Source: an optimization exercise on an open RTL-to-GDS flow (aim: a short achievable clock period and few clock cycles). Production flows keep margins and buffers that such runs may drop. No activity file was given, so power comes from the tool's default toggle rates.

==> run B <==
Design wisc_proc, start of the top module:
module wisc_proc (
	input clk,
	input rst,
	output [15:0] imem_addr,
	input [15:0] imem_rdata,
	output [15:0] dmem_addr,
	output [15:0] dmem_wdata,
	output dmem_en,
	output dmem_wr,
	input [15:0] dmem_rdata,
	output halt
	);
	localparam PRED = 1;
	localparam OP_HALT = 5'b00000, OP_NOP = 5'b00001;
	localparam OP_ADDI = 5'b01000, OP_SUBI = 5'b01001, OP_XORI = 5'b01010, OP_ANDNI = 5'b01011;
	localparam OP_ROLI = 5'b10100, OP_SLLI = 5'b10101, OP_RORI = 5'b10110, OP_SRLI = 5'b10111;
	localparam OP_ST = 5'b10000, OP_LD = 5'b10001, OP_STU = 5'b10011;
	localparam OP_BTR = 5'b11001, OP_ARI = 5'b11011, OP_SHR = 5'b11010;
	localparam OP_SEQ = 5'b11100, OP_SLT = 5'b11101, OP_SLE = 5'b11110, OP_SCO = 5'b11111;
	localparam OP_BEQZ = 5'b01100, OP_BNEZ = 5'b01101, OP_BLTZ = 5'b01110, OP_BGEZ = 5'b01111;
	localparam OP_LBI = 5'b11000, OP_SLBI = 5'b10010;
	localparam OP_J = 5'b00100, OP_JR = 5'b00101, OP_JAL = 5'b00110, OP_JALR = 5'b00111;
	reg [15:0] pc_f;
	reg        v_d;
	reg [15:0] ir_d, pcp2_d;
	reg        pred_d;
	reg        halted;
	reg        v_e;
	reg [15:0] a_e, b_e, sd_e;
	reg [2:0]  wr_e;
	reg        we_e, ld_e, st_e;
	reg        sub_e;                         
	reg        s_add, s_xor, s_andn, s_sh, s_btr, s_cmp, s_passb, s_slbi;
	reg [1:0]  shk_e;                         
	reg [1:0]  cmk_e;                         
	reg [15:0] dmem_addr_m, dmem_wdata_m;
	reg        en_m, wr_m_st;
	reg        ldv_m;
	reg [2:0]  wr_m;
	reg [15:0] rf0, rf1, rf2, rf3, rf4, rf5, rf6, rf7;
	function [15:0] rfread(input [2:0] s, input [15:0] r0, input [15:0] r1, input [15:0] r2,
		input [15:0] r3, input [15:0] r4, input [15:0] r5, input [15:0] r6, input [15:0] r7);
		case (s)
			3'd0: rfread = r0; 3'd1: rfread = r1; 3'd2: rfread = r2; 3'd3: rfread = r3;
			3'd4: rfread = r4; 3'd5: rfread = r5; 3'd6: rfread = r6; default: rfread = r7;
		endcase
	endfunction
	wire [15:0] ax_e = a_e ^ {16{sub_e}};
	wire [16:0] sum_e;
	ks_add16 u_add_e (.a(ax_e), .b(b_e), .cin(sub_e), .s(sum_e[15:0]), .cout(sum_e[16]));
	wire [3:0] sa = b_e[3:0];
	wire [31:0] rl2 = {a_e, a_e} << sa;
	wire [31:0] rr2 = {a_e, a_e} >> sa;
	reg [15:0] sh_e;
	always @(*) begin
		case (shk_e)
			2'd0: sh_e = rl2[31:16];
			2'd1: sh_e = a_e << sa;
			2'd2: sh_e = rr2[15:0];
			default: sh_e = a_e >> sa;
		endcase
	end
	wire eq_e = (a_e == b_e);
	wire [15:0] dif_e;
  ...
export LEC_CHECK = 0
export CAP_MARGIN = 20
export CORE_MARGIN = 2
export CORE_UTILIZATION = 40
export PLACE_DENSITY = 0.6
export SETUP_SLACK_MARGIN = 5
export SLEW_MARGIN = 20
export SYNTH_HIERARCHICAL = 1
export SYNTH_MINIMUM_KEEP_SIZE = 0
export TNS_END_PERCENT = 100
create_clock -name core_clock -period 10.5 [get_ports {clk}]
standard.sh (not shown) runs the stock make flow with config.mk's settings and CLKGATE_MAP_FILE= SYNTH_SCRIPT=/design/flow/synth_recipe.tcl, a recipe that flattens the netlist after the stock synthesis.
==> flow/flow/run.sh <==
#!/bin/bash
# Standard layout, with timing repair aimed well below the design's
# clock period (the constraints are unchanged; only the repair target).
set -euo pipefail
MARGIN=${MARGIN:-7.3}
bash standard.sh SETUP_SLACK_MARGIN=$MARGIN TNS_END_PERCENT=100 finish > standard.log 2>&1
==> run K: changes against run B <==
--- a/flow/design.v
+++ b/flow/design.v
@@ -129,11 +129,11 @@
 	wire [4:0] op = ir_d[15:11];
 	wire [2:0] rs = ir_d[10:8];
 	wire [2:0] rt = ir_d[7:5];
 	wire [2:0] rdr = ir_d[4:2];
 	wire [1:0] fn = ir_d[1:0];
-	wire vd = v_d & ~halted & ~mis_e;           
+	wire vd = v_d & ~halted;
 	wire [15:0] sx5 = {{11{ir_d[4]}}, ir_d[4:0]};
 	wire [15:0] zx5 = {11'b0, ir_d[4:0]};
 	wire [15:0] sx8 = {{8{ir_d[7]}}, ir_d[7:0]};
 	wire [15:0] zx8 = {8'b0, ir_d[7:0]};
 	wire [15:0] sx11 = {{5{ir_d[10]}}, ir_d[10:0]};
@@ -159,57 +159,44 @@
 	wire [2:0] dst = (i_alui | i_shi | i_ld) ? rt :
 	                 (i_stu | i_lbi | i_slbi) ? rs :
 	                 i_link ? 3'd7 : rdr;
 	wire [15:0] rf_a = rfread(rs, rf0, rf1, rf2, rf3, rf4, rf5, rf6, rf7);
 	wire [15:0] rf_b = rfread(rt, rf0, rf1, rf2, rf3, rf4, rf5, rf6, rf7);
-	reg hit_ea, hit_eb, hit_ma, hit_mb, ldh_a, ldh_b;
+	wire hit_ea = e_wr & (wr_e == rs);
+	wire hit_eb = e_wr & (wr_e == rt);
+	wire hit_ma = ldv_m & (wr_m == rs);
+	wire hit_mb = ldv_m & (wr_m == rt);
 	wire [15:0] fa = hit_ea ? res_e : hit_ma ? dmem_rdata : rf_a;
 	wire [15:0] fb = hit_eb ? res_e : hit_mb ? dmem_rdata : rf_b;
-	wire stall_ld = (use_rs & ldh_a) | (use_rt & ldh_b);
+	wire lde = v_e & ld_e;
+	wire stall_ld = lde & ((use_rs & (wr_e == rs)) | (use_rt & (wr_e == rt)));
 	wire stall_jr = i_jr & ((hit_ea & ~e_fast) | hit_ma);
 	wire stall = vd & (stall_ld | stall_jr);
 	wire [15:0] zx_e = ax_e ^ b_e;
 	wire [15:0] zc_e = {ax_e[14:0] | b_e[14:0], sub_e};
 	wire zadd_e = (zx_e == zc_e);                  
-	wire e_zq = s_add | s_xor;                     
-	wire ze_e = s_add ? zadd_e : eq_e;
-	wire br_late = (hit_ea & ~e_fast & ~(e_zq & ~op[1])) | (~hit_ea & hit_ma);
-	wire [15:0] fa_br = hit_ea ? fast_e : rf_a;
-	wire a_zero = (hit_ea & e_zq) ? ze_e : (fa_br == 16'b0);
+	wire zres_e = s_add ? zadd_e :
+	              s_xor ? eq_e :
+	              s_cmp ? ~cm_e :
+	              (res_e == 16'b0);
+	wire a_zero = hit_ea ? zres_e : hit_ma ? (dmem_rdata == 16'b0) : (rf_a == 16'b0);
 	reg br_taken;
 	always @(*) begin
 		case (op[1:0])
 			2'b00: br_taken = a_zero;
 			2'b01: br_taken = ~a_zero;
-			2'b10: br_taken = fa_br[15];
-			default: br_taken = ~fa_br[15];
+			2'b10: br_taken = fa[15];
+			default: br_taken = ~fa[15];
 		endcase
 	end
-	reg        br_e, bpred_e;
-	reg [1:0]  bop_e;
-	reg [15:0] btgt_e, bfall_e;
-	wire ae_zero = (a_e == 16'b0);
-	reg btaken_e;
-	always @(*) begin
-		case (bop_e)
-			2'b00: btaken_e = ae_zero;
-			2'b01: btaken_e = ~ae_zero;
-			2'b10: btaken_e = a_e[15];
-			default: btaken_e = ~a_e[15];
-		endcase
-	end
-	wire mis_e = v_e & br_e & (btaken_e != bpred_e);
-	wire [15:0] mis_pc = btaken_e ? btgt_e : bfall_e;
-	wire [15:0] tgt_pc, tgt_jr_rf, tgt_jr_e;
+	wire [15:0] jr_a = hit_ea ? fast_e : rf_a;
+	wire [15:0] tgt_pc, tgt_jr;
 	ks_add16 u_add_pc (.a(pcp2_d), .b(i_j ? sx11 : sx8), .cin(1'b0), .s(tgt_pc), .cout());
-	ks_add16 u_add_jr (.a(rf_a), .b(sx8), .cin(1'b0), .s(tgt_jr_rf), .cout());
-	ks_add16 u_add_je (.a(fast_e), .b(sx8), .cin(1'b0), .s(tgt_jr_e), .cout());
-	wire [15:0] tgt_jr = hit_ea ? tgt_jr_e : tgt_jr_rf;
+	ks_add16 u_add_jr (.a(jr_a), .b(sx8), .cin(1'b0), .s(tgt_jr), .cout());
 	wire br_off = |ir_d[7:0];
-	wire br_now = i_br & br_off & ~br_late;
-	wire redir_t = (br_now & br_taken & ~pred_d) | (i_j & ~pred_d) | i_jr;    
-	wire redir_n = br_now & ~br_taken & pred_d;                              
+	wire redir_t = (i_br & br_off & br_taken & ~pred_d) | (i_j & ~pred_d) | i_jr;    
+	wire redir_n = i_br & br_off & ~br_taken & pred_d;                              
 	wire redirect = vd & ~stall & (redir_t | redir_n);
 	wire [15:0] redir_pc = i_jr ? tgt_jr : redir_n ? pcp2_d : tgt_pc;
 	wire imm_s5 = i_alui & ~op[1] | i_st | i_ld;      
 	wire [15:0] b_d = (i_ari | i_shr | i_cmp) ? fb :
 	                  imm_s5 ? sx5 :
@@ -218,29 +205,44 @@
 	                  i_link ? pcp2_d : zx5;
 	wire [15:0] pcp2_f = pc_f + 16'd2;
 	wire [4:0] fop = imem_rdata[15:11];
 	wire f_j = (fop == OP_J) | (fop == OP_JAL);
 	wire f_bb = (fop[4:2] == 3'b011) & (imem_rdata[7] | fop[0]);
-	wire f_short = (imem_rdata[10:8] == {3{imem_rdata[7]}});
-	wire f_pred = (PRED != 0) & ((f_j & f_short) | f_bb);
+	wire f_pred = (PRED != 0) & (f_j | f_bb);
 	wire [8:0] f_lo;
 	ks_add8 u_add_f (.a(pcp2_f[7:0]), .b(imem_rdata[7:0]), .s(f_lo[7:0]), .cout(f_lo[8]));
 	wire [7:0] ph = pcp2_f[15:8];
-	wire [7:0] ph_m1 = ph - 8'd1, ph_p1 = ph + 8'd1;
-	wire [7:0] f_hi0 = imem_rdata[7] ? ph_m1 : ph;
-	wire [7:0] f_hi1 = imem_rdata[7] ? ph : ph_p1;
+	wire [7:0] ph_m4 = ph - 8'd4, ph_m3 = ph - 8'd3, ph_m2 = ph - 8'd2, ph_m1 = ph - 8'd1;
+	wire [7:0] ph_p1 = ph + 8'd1, ph_p2 = ph + 8'd2, ph_p3 = ph + 8'd3, ph_p4 = ph + 8'd4;
+	reg [7:0] hj0, hj1;
+	always @(*) begin
+		case (imem_rdata[10:8])
+			3'd0: begin hj0 = ph;    hj1 = ph_p1; end
+			3'd1: begin hj0 = ph_p1; hj1 = ph_p2; end
+			3'd2: begin hj0 = ph_p2; hj1 = ph_p3; end
+			3'd3: begin hj0 = ph_p3; hj1 = ph_p4; end
+			3'd4: begin hj0 = ph_m4; hj1 = ph_m3; end
+			3'd5: begin hj0 = ph_m3; hj1 = ph_m2; end
+			3'd6: begin hj0 = ph_m2; hj1 = ph_m1; end
+			default: begin hj0 = ph_m1; hj1 = ph; end
+		endcase
+	end
+	wire [7:0] hb0 = imem_rdata[7] ? ph_m1 : ph;
+	wire [7:0] hb1 = imem_rdata[7] ? ph : ph_p1;
+	wire [7:0] f_hi0 = f_j ? hj0 : hb0;
+	wire [7:0] f_hi1 = f_j ? hj1 : hb1;
 	wire [15:0] f_tgt = {f_lo[8] ? f_hi1 : f_hi0, f_lo[7:0]};
-	wire f_take = f_pred & ~mis_e & ~redirect & ~stall & ~rst;
-	wire [15:0] pc_other = rst ? 16'd0 : mis_e ? mis_pc : redirect ? redir_pc : stall ? (pc_f & {16{~rst}}) : pcp2_f;
+	wire f_take = f_pred & ~redirect & ~stall & ~rst;
+	wire [15:0] pc_other = rst ? 16'd0 : redirect ? redir_pc : stall ? (pc_f & {16{~rst}}) : pcp2_f;
 	wire [15:0] pc_next = f_take ? f_tgt : pc_other;
 	always @(posedge clk)
 		pc_f <= pc_next;
 	always @(posedge clk) begin
 		if (rst) begin
 			v_d <= 1'b0;
 			pred_d <= 1'b0;
-		end else if (mis_e | redirect) begin
+		end else if (redirect) begin
 			v_d <= 1'b0;
 			pred_d <= 1'b0;
 		end else if (!stall) begin
 			v_d <= 1'b1;
 			pred_d <= f_pred;
@@ -257,29 +259,10 @@
 			halted <= 1'b0;
 		else if (vd & i_halt)
 			halted <= 1'b1;
 	end
 	assign halt = halted;
-	wire [2:0] rs_n = stall ? rs : imem_rdata[10:8];
-	wire [2:0] rt_n = stall ? rt : imem_rdata[7:5];
-	wire go_e = vd & ~stall;
-	wire ew_n = go_e & writes & ~i_ld;
-	wire el_n = go_e & i_ld;
-	wire ml_n = v_e & ld_e;
-	always @(posedge clk) begin
-		if (rst) begin
-			hit_ea <= 1'b0; hit_eb <= 1'b0; hit_ma <= 1'b0; hit_mb <= 1'b0;
-			ldh_a <= 1'b0; ldh_b <= 1'b0;
-		end else begin
-			hit_ea <= ew_n & (dst == rs_n);
-			hit_eb <= ew_n & (dst == rt_n);
-			ldh_a <= el_n & (dst == rs_n);
-			ldh_b <= el_n & (dst == rt_n);
-			hit_ma <= ml_n & (wr_e == rs_n);
-			hit_mb <= ml_n & (wr_e == rt_n);
-		end
-	end
 	always @(posedge clk) begin
 		if (rst)
 			v_e <= 1'b0;
 		else
 			v_e <= vd & ~stall;
@@ -300,15 +283,10 @@
 		shk_e <= i_shi ? op[1:0] : fn;
 		s_btr <= i_btr;
 		s_cmp <= i_cmp;
 		cmk_e <= op[1:0];
 		s_passb <= i_lbi | i_link;
-		br_e <= i_br & br_off & br_late;
-		bpred_e <= pred_d;
-		bop_e <= op[1:0];
-		btgt_e <= tgt_pc;
-		bfall_e <= pcp2_d;
 		s_slbi <= i_slbi;
 	end
 	always @(posedge clk) begin
 		if (rst) begin
 			en_m <= 1'b0;
SYNTH_HIERARCHICAL = default   (was 1)
SYNTH_MINIMUM_KEEP_SIZE = default   (was 0)
==> run summary <==
quantity	run B	run K
Result of the run	complete, no violations	complete, no violations
Number of cell instances on the worst register-to-register path	14	17
Static leakage	12.65 nW	11.19 nW
Total Die Area	60930 um^2	60030 um^2
Number of cell rows	89	88
Number of logic inverters in the finished layout	107	89
Kind of start point of the critical path	input pin	flop
Area growth, synth to finish	36.24%	25.47%
Number of global-route vias before repair	23490	23570
Delay contributed by the slowest stage of the critical path	0.46 ns	0.43 ns
Met3 WL post-DR	10360 um	11310 um
Worst setup slack after layout	6.420 ns	6.187 ns
Period minus WS final	4.080 ns	4.313 ns
Hold Worst Slack	0.3209 ns	0.3233 ns
Upper clock frequency limit	0.2451 GHz	0.2319 GHz
Global Route met3 Usage	7.467%	6.976%
Count of sequential standard cells	325	285
Wire length of the first global-routing pass	146600 um	152300 um
No run of this note included a check of the RTL's function; only the layout flow was run.

==> afterwards: timing with drivers on the ports <==
No port has a modelled driver above. Below, the same layouts with a new extraction and two added sets of constraints. Step 1, drivers: a clkbuf_16 drives clk and a buf_2 each remaining input, both assumed. Step 2 adds t to the input delays and takes it off the output delays; t is the mean of the earliest and latest rising clock arrival at the registers after step 1. Input paths then give back, and output paths get back, about the clock's delay inside the block. Three values: no drivers, after step 1, after step 2; two values: the first two.
| run | t, ns | setup WS [ns] | worst slew at a driven data input, ns |
|---|---|---|---|
| run B | 0.637 | 6.420 / 6.424 / 5.802 | 0.08 |
| run K | 0.629 | 6.187 / 6.187 / 5.595 | 0.12 |
After both steps setup and hold are still met in every run listed. The setup slack of run B, which loses most, moves by +0.004 ns with the drivers and by -0.618 ns with both steps.
